This design comes from an exercise in tuning for small area on the open sky130 flow, not from production work.
Only simulation tests tie the RTL to the original design; equivalence was not proved.
Power and IR drop assume default switching activity. The flow treats the clock pin as an ideal source, which a real chip does not have.

Design iiitb_apb, start of the top module:
module iiitb_apb (
  input         clk,
  input         reset,
  input  [7:0]  addr,
  input         data_valid,
  input  [31:0] data,
  input         data_dir,
  input  [31:0] wait_cycle,
  output [31:0] read_out_data,
  output        transaction_done,
  output        tranerr,
  output        slverr
);
Settings: LEC_CHECK=0, CAP_MARGIN=20, CORE_MARGIN=2, CORE_UTILIZATION=60, SLEW_MARGIN=20; clock period 10.0 ns.
standard.sh (not shown) runs the stock make flow with config.mk's settings and CLKGATE_MAP_FILE= SYNTH_SCRIPT=/design/flow/synth_recipe.tcl, a recipe that flattens the netlist after the stock synthesis.
==> flow/flow/run.sh <==
#!/bin/bash
# Layout: the standard ORFS flow (standard.sh), with these changes:
#  - synthesis maps logic with ABC's area mapper (abc_override.tcl, area.abc)
#    around the standard flow's own synthesis script, synth_recipe.tcl;
#  - port buffers are the smallest buffer cell (buffer_ports -buffer_cell);
#  - clock tree synthesis without dummy loads and with its own buffer list
#    and sink clustering (CTS_ARGS, read by ORFS's cts.tcl).
# Each tool's output goes to a log file in the work folder.
set -euo pipefail
work=$(pwd)
here=$(cd "$(dirname "$0")" && pwd)
export FLOW_ABC_SCRIPT="$here/area.abc"
export FLOW_SYNTH_TCL="$work/synth_recipe.tcl"
export BUFFER_PORTS_ARGS="$(cat "$here/buffer_ports.args")"
export CTS_ARGS="$(cat "$here/cts.args")"
# standard.sh with its synthesis script swapped for abc_override.tcl
sed "s#SYNTH_SCRIPT=[^ ]*#SYNTH_SCRIPT=$here/abc_override.tcl#" standard.sh > standard_area.sh
grep -q "SYNTH_SCRIPT=$here/abc_override.tcl" standard_area.sh
bash standard_area.sh finish > flow_standard.log 2>&1
==> flow/flow/abc_override.tcl <==
# Synthesis: the standard flow's own synthesis script (synth_recipe.tcl, sourced last),
# with one change: ORFS's technology mapping call, abc, runs the area-oriented
# mapper of the ABC script in area.abc in place of ORFS's speed script.
# Flip-flops are mapped before abc, so the registers, their names and their
# cells are those of the standard synthesis.
proc abc {args} {
  set keep {}
  set skip 0
  foreach a $args {
    if {$skip} { set skip 0; continue }
    if {$a eq "-script"} { set skip 1; continue }
    lappend keep $a
  }
  yosys abc -script $::env(FLOW_ABC_SCRIPT) {*}$keep
}
source $::env(FLOW_SYNTH_TCL)
==> flow/flow/area.abc <==
strash; dch; amap -m; topo
==> flow/flow/buffer_ports.args <==
-buffer_cell sky130_fd_sc_hd__buf_1
==> flow/flow/cts.args <==
-sink_clustering_enable -repair_clock_nets -dont_use_dummy_load -buf_list {sky130_fd_sc_hd__clkbuf_4 sky130_fd_sc_hd__clkbuf_8 sky130_fd_sc_hd__clkbuf_16}
Rerun with:
==> flow/flow/run.sh (replaced) <==
#!/bin/bash
# Layout: the standard ORFS flow (standard.sh), with two changes:
#  - port buffers are the smallest buffer cell (buffer_ports -buffer_cell),
#  - clock tree synthesis without dummy loads and with its own buffer list
#    and sink clustering (CTS_ARGS, read by ORFS's cts.tcl).
# Each tool's output goes to a log file in the work folder.
set -euo pipefail
here=$(cd "$(dirname "$0")" && pwd)
export BUFFER_PORTS_ARGS="$(cat "$here/buffer_ports.args")"
export CTS_ARGS="$(cat "$here/cts.args")"
bash standard.sh finish > flow_standard.log 2>&1
==> flow/flow/cts.args (replaced) <==
-sink_clustering_enable -repair_clock_nets -dont_use_dummy_load -buf_list {sky130_fd_sc_hd__clkbuf_8 sky130_fd_sc_hd__clkbuf_16} -sink_clustering_size 30 -sink_clustering_max_diameter 80
removed: flow/flow/abc_override.tcl
removed: flow/flow/area.abc
Via count goes down slightly.
Design area is higher by a few percent.
Die area rises by roughly a tenth.
Routed wire length is lower by a little under a tenth.
Global-route usage came out lower by 5.0 points.
Worst setup slack is better by 0.90 ns.
Rerun with:
==> flow/flow/run.sh (replaced) <==
#!/bin/bash
# Layout: the standard ORFS flow (standard.sh), with these changes:
#  - synthesis maps logic with ABC's area mapper (abc_override.tcl, area.abc)
#    around the standard flow's own synthesis script, synth_recipe.tcl;
#  - port buffers are the smallest buffer cell (buffer_ports -buffer_cell);
#  - clock tree synthesis without dummy loads and with its own buffer list
#    and sink clustering (CTS_ARGS, read by ORFS's cts.tcl).
# Each tool's output goes to a log file in the work folder.
set -euo pipefail
work=$(pwd)
here=$(cd "$(dirname "$0")" && pwd)
export FLOW_ABC_SCRIPT="$here/area.abc"
export FLOW_SYNTH_TCL="$work/synth_recipe.tcl"
export BUFFER_PORTS_ARGS="$(cat "$here/buffer_ports.args")"
export CTS_ARGS="$(cat "$here/cts.args")"
# standard.sh with its synthesis script swapped for abc_override.tcl
sed "s#SYNTH_SCRIPT=[^ ]*#SYNTH_SCRIPT=$here/abc_override.tcl#" standard.sh > standard_area.sh
grep -q "SYNTH_SCRIPT=$here/abc_override.tcl" standard_area.sh
bash standard_area.sh finish > flow_standard.log 2>&1
==> flow/flow/abc_override.tcl (new file) <==
# Synthesis: the standard flow's own synthesis script (synth_recipe.tcl, sourced last),
# with one change: ORFS's technology mapping call, abc, runs the area-oriented
# mapper of the ABC script in area.abc in place of ORFS's speed script.
# Flip-flops are mapped before abc, so the registers, their names and their
# cells are those of the standard synthesis.
proc abc {args} {
  set keep {}
  set skip 0
  foreach a $args {
    if {$skip} { set skip 0; continue }
    if {$a eq "-script"} { set skip 1; continue }
    lappend keep $a
  }
  yosys abc -script $::env(FLOW_ABC_SCRIPT) {*}$keep
}
source $::env(FLOW_SYNTH_TCL)
==> flow/flow/area.abc (new file) <==
strash; dch; amap -m; topo
==> flow/flow/cts.args (replaced) <==
-sink_clustering_enable -repair_clock_nets -dont_use_dummy_load -buf_list {sky130_fd_sc_hd__clkbuf_16} -sink_clustering_size 34 -sink_clustering_max_diameter 90
Die area fell by 8.9%.
Worst hold slack gets worse by 0.0061 ns.
Synthesized cell count fell by 17%.
Global-route usage rose by 4.0 points.
Power rose by 0.36%.
Non-clock buffer count rose by 5.
Final area fell by about 7%.
Clock-buffer cell count fell by 5.

---

The RTL this note starts from:
==> flow/design.v <==
module apb_ring6 (
  input             clk,
  input             wea,
  input             web,
  input      [31:0] wdata,      
  input      [31:0] wdata_n,    
  output     [31:0] porta,      
  output     [31:0] portb       
);
  reg [31:0] s0, s1, s2, s3, s4, s5;
  wire [31:0] s0_d = wea ? wdata : ~s5;
  assign porta = s0_d;
  assign portb = s2;
  always @(posedge clk) begin
    s0 <= s0_d;
    s1 <= s0;
    s2 <= s1;
    s3 <= web ? wdata_n : ~s2;
    s4 <= s3;
    s5 <= s4;
  end
endmodule
module apb_ring2 (
  input             clk,
  input             we,
  input      [31:0] wdata,
  output     [31:0] port
);
  reg [31:0] s0, s1;
  assign port = s1;
  always @(posedge clk) begin
    s0 <= we ? wdata : s1;
    s1 <= s0;
  end
endmodule
module apb_aoi222 (
  input  a1, a2, b1, b2, c1, c2,
  output y
);
  assign y = ~((a1 & a2) | (b1 & b2) | (c1 & c2));
endmodule
module apb_nand4 (
  input  a, b, c, d,
  output y
);
  assign y = ~(a & b & c & d);
endmodule
module iiitb_apb (
  input         clk,
  input         reset,
  input  [7:0]  addr,
  input         data_valid,
  input  [31:0] data,
  input         data_dir,
  input  [31:0] wait_cycle,
  output [31:0] read_out_data,
  output        transaction_done,
  output        tranerr,
  output        slverr
);
  reg        busy;       
  reg  [4:0] cnt;        
  reg        done;
  reg        done_rd;
  reg  [1:0] ph3;        
  reg        lap;        
  reg        ph2;        
  reg [31:0] rdata;      
  wire le19 = ~|wait_cycle[31:5] & (wait_cycle[4:0] <= 5'd19);
  wire inr  = ~|addr[7:5];
  wire last = busy & (le19 ? (cnt == wait_cycle[4:0]) : (cnt == 5'd19));
  assign tranerr          = last & ~le19;
  assign slverr           = last & le19 & ~inr;
  assign transaction_done = done;
  assign read_out_data    = {32{done_rd}} & rdata;
  wire act = busy & le19 & inr;
  wire wr  = act & data_dir;
  wire rd  = act & ~data_dir;
  wire [3:0]  q    = addr[4:1];
  wire        lo3  = q[1:0] == 2'd3;
  wire        hi3  = q[3:2] == 2'd3;
  wire        mlo  = ph3 == q[1:0];            
  wire        mhi  = ph3 == q[3:2];            
  wire        lm   = lap == addr[0];           
  wire [4:0]  rsel = {lo3 & ~hi3, {4{~lo3}} & (4'd1 << q[3:2])};
  wire [4:0]  pm   = {mhi, {4{mlo}}};
  wire [4:0]  hit_a, hit_b;
  wire [31:0] porta   [0:4];
  wire [31:0] portb   [0:4];
  wire [31:0] data_n = ~data;
  genvar r;
  generate
    for (r = 0; r < 5; r = r + 1) begin : ring
      assign hit_a[r] = rsel[r] & pm[r] & lm;
      assign hit_b[r] = rsel[r] & pm[r] & ~lm;
      apb_ring6 u (
        .clk(clk), .wea(wr & hit_a[r]), .web(wr & hit_b[r]),
        .wdata(data), .wdata_n(data_n),
        .porta(porta[r]), .portb(portb[r]));
    end
  endgenerate
  wire hit2 = lo3 & hi3 & (ph2 == addr[0]);
  wire [31:0] port2;
  apb_ring2 ring2 (.clk(clk), .we(wr & hit2), .wdata(data), .port(port2));
  wire        cap  = rd & (|hit_a | |hit_b | hit2);
  wire        go   = rd & ~reset;
  wire [11:0] h    = {~reset & ~cap, go & hit2, {5{go}} & hit_b, {5{go}} & hit_a};
  wire [31:0] t [0:11];
  wire [31:0] rnext;
  genvar g, b;
  generate
    for (g = 0; g < 5; g = g + 1) begin : src
      assign t[g]     = porta[g];
      assign t[g + 5] = portb[g];
    end
  endgenerate
  assign t[10] = port2;
  assign t[11] = rdata;
  generate
    for (b = 0; b < 32; b = b + 1) begin : rbit
      wire [3:0] grp;
      for (g = 0; g < 4; g = g + 1) begin : grp3
        apb_aoi222 u (
          .a1(h[3*g]),     .a2(t[3*g][b]),
          .b1(h[3*g + 1]), .b2(t[3*g + 1][b]),
          .c1(h[3*g + 2]), .c2(t[3*g + 2][b]),
          .y(grp[g]));
      end
      apb_nand4 n (.a(grp[0]), .b(grp[1]), .c(grp[2]), .d(grp[3]), .y(rnext[b]));
    end
  endgenerate
  always @(posedge clk) begin
    busy    <= ~reset & (busy ? ~last : data_valid);
    cnt     <= busy ? cnt + 5'd1 : 5'd30;
    done    <= last & le19;
    done_rd <= last & le19 & ~data_dir;
    ph3     <= ph3[1] ? 2'd0 : ph3 + 2'd1;
    lap     <= lap ^ ph3[1];
    ph2     <= ~ph2;
    rdata   <= rnext;
  end
endmodule
==> flow/config.mk <==
export PLATFORM = sky130hd
export DESIGN_NAME = iiitb_apb
export DESIGN_NICKNAME = iiitb_apb
export VERILOG_FILES = /design/flow/design.v
export SDC_FILE = /design/flow/constraint.sdc
export NUM_CORES = 4
export LEC_CHECK = 0
export CAP_MARGIN = 0
export CORE_MARGIN = 2
export CORE_UTILIZATION = 60
export SLEW_MARGIN = 0
==> flow/constraint.sdc <==
create_clock -name core_clock -period 10.0 [get_ports {clk}]
set_input_delay 2.0000 -clock core_clock [delete_from_list [all_inputs] [get_ports {clk}]]
set_output_delay 2.0000 -clock core_clock [all_outputs]
set_load 0.01 [all_outputs]
==> flow/flow/run.sh <==
#!/bin/bash
# Layout: the standard ORFS flow (standard.sh), with these changes:
#  - synthesis maps logic with ABC's area mapper (abc_override.tcl, area.abc)
#    around the standard flow's own synthesis script, synth_recipe.tcl;
#  - the read-data selection's gate modules (apb_aoi222, apb_nand4) are kept
#    as modules through mapping (SYNTH_KEEP_MODULES), so each maps to its
#    own cell; synth_recipe.tcl then flattens the design as usual;
#  - port buffers are the smallest buffer cell (buffer_ports -buffer_cell);
#  - clock tree synthesis without dummy loads and with its own buffer list
#    and sink clustering (CTS_ARGS, read by ORFS's cts.tcl).
# Each tool's output goes to a log file in the work folder.
set -euo pipefail
work=$(pwd)
here=$(cd "$(dirname "$0")" && pwd)
export FLOW_ABC_SCRIPT="$here/area.abc"
export FLOW_SYNTH_TCL="$work/synth_recipe.tcl"
export SYNTH_KEEP_MODULES="apb_aoi222 apb_nand4"
export BUFFER_PORTS_ARGS="$(cat "$here/buffer_ports.args")"
export CTS_ARGS="$(cat "$here/cts.args")"
# standard.sh with its synthesis script swapped for abc_override.tcl
sed "s#SYNTH_SCRIPT=[^ ]*#SYNTH_SCRIPT=$here/abc_override.tcl#" standard.sh > standard_area.sh
grep -q "SYNTH_SCRIPT=$here/abc_override.tcl" standard_area.sh
bash standard_area.sh finish > flow_standard.log 2>&1
==> flow/flow/abc_override.tcl <==
# Synthesis: the standard flow's own synthesis script (synth_recipe.tcl, sourced last),
# with one change: ORFS's technology mapping call, abc, runs the area-oriented
# mapper of the ABC script in area.abc in place of ORFS's speed script.
# Flip-flops are mapped before abc, so the registers, their names and their
# cells are those of the standard synthesis.
proc abc {args} {
  set keep {}
  set skip 0
  foreach a $args {
    if {$skip} { set skip 0; continue }
    if {$a eq "-script"} { set skip 1; continue }
    lappend keep $a
  }
  yosys abc -script $::env(FLOW_ABC_SCRIPT) {*}$keep
}
source $::env(FLOW_SYNTH_TCL)
==> flow/flow/area.abc <==
strash; dch; amap -m; topo
==> flow/flow/cts.args <==
-sink_clustering_enable -repair_clock_nets -dont_use_dummy_load -buf_list {sky130_fd_sc_hd__clkbuf_16} -sink_clustering_size 34 -sink_clustering_max_diameter 90
Scripts as last shown in full above: flow/flow/buffer_ports.args
Edit:
--- a/flow/config.mk
+++ b/flow/config.mk
@@ -8 +8 @@
-export CAP_MARGIN = 0
+export CAP_MARGIN = 20
@@ -11 +11 @@
-export SLEW_MARGIN = 0
+export SLEW_MARGIN = 20
Result:
- worst hold slack gets worse by 6.6 ps
- utilization hardly moves
- fmax rises by 0.31%

==> re-timing with driven ports <==
The flow's constraints put no driver on any port. The routed layouts listed below were extracted and timed again, unchanged, in two steps.
Step 1 (the two cells are an assumption about what drives the block):
set clk [get_ports {clk}]
set_driving_cell -lib_cell sky130_fd_sc_hd__clkbuf_16 $clk
set_driving_cell -lib_cell sky130_fd_sc_hd__buf_2 [delete_from_list [all_inputs] $clk]
Step 2 moves the port delays by t, midway between the first and last clock arrival at a register: inputs arrive t later, outputs are due t later. That takes back most of the time a late clock gives input paths.
Slacks: no drivers / after step 1 / after step 2; pairs: no drivers / after step 1.
run	t, ns	slack for setup (ns)	worst setup path at the end	clock arrival spread, ns	worst slew at a driven data input, ns
the first run of note 1	0.671	2.770 / 2.749 / 2.749	input to output	0.033 / 0.033	0.08
the second run of note 1	0.646	3.671 / 3.651 / 3.651	input to output	0.052 / 0.052	0.10
the third run of note 1	0.641	2.770 / 2.749 / 2.749	input to output	0.053 / 0.053	0.08
the first run of note 2	0.629	3.077 / 3.056 / 3.056	input to output	0.074 / 0.074	0.09
the second run of note 2	0.631	3.099 / 3.078 / 3.078	input to output	0.070 / 0.069	0.09
After both steps setup and hold are still met in every run listed.
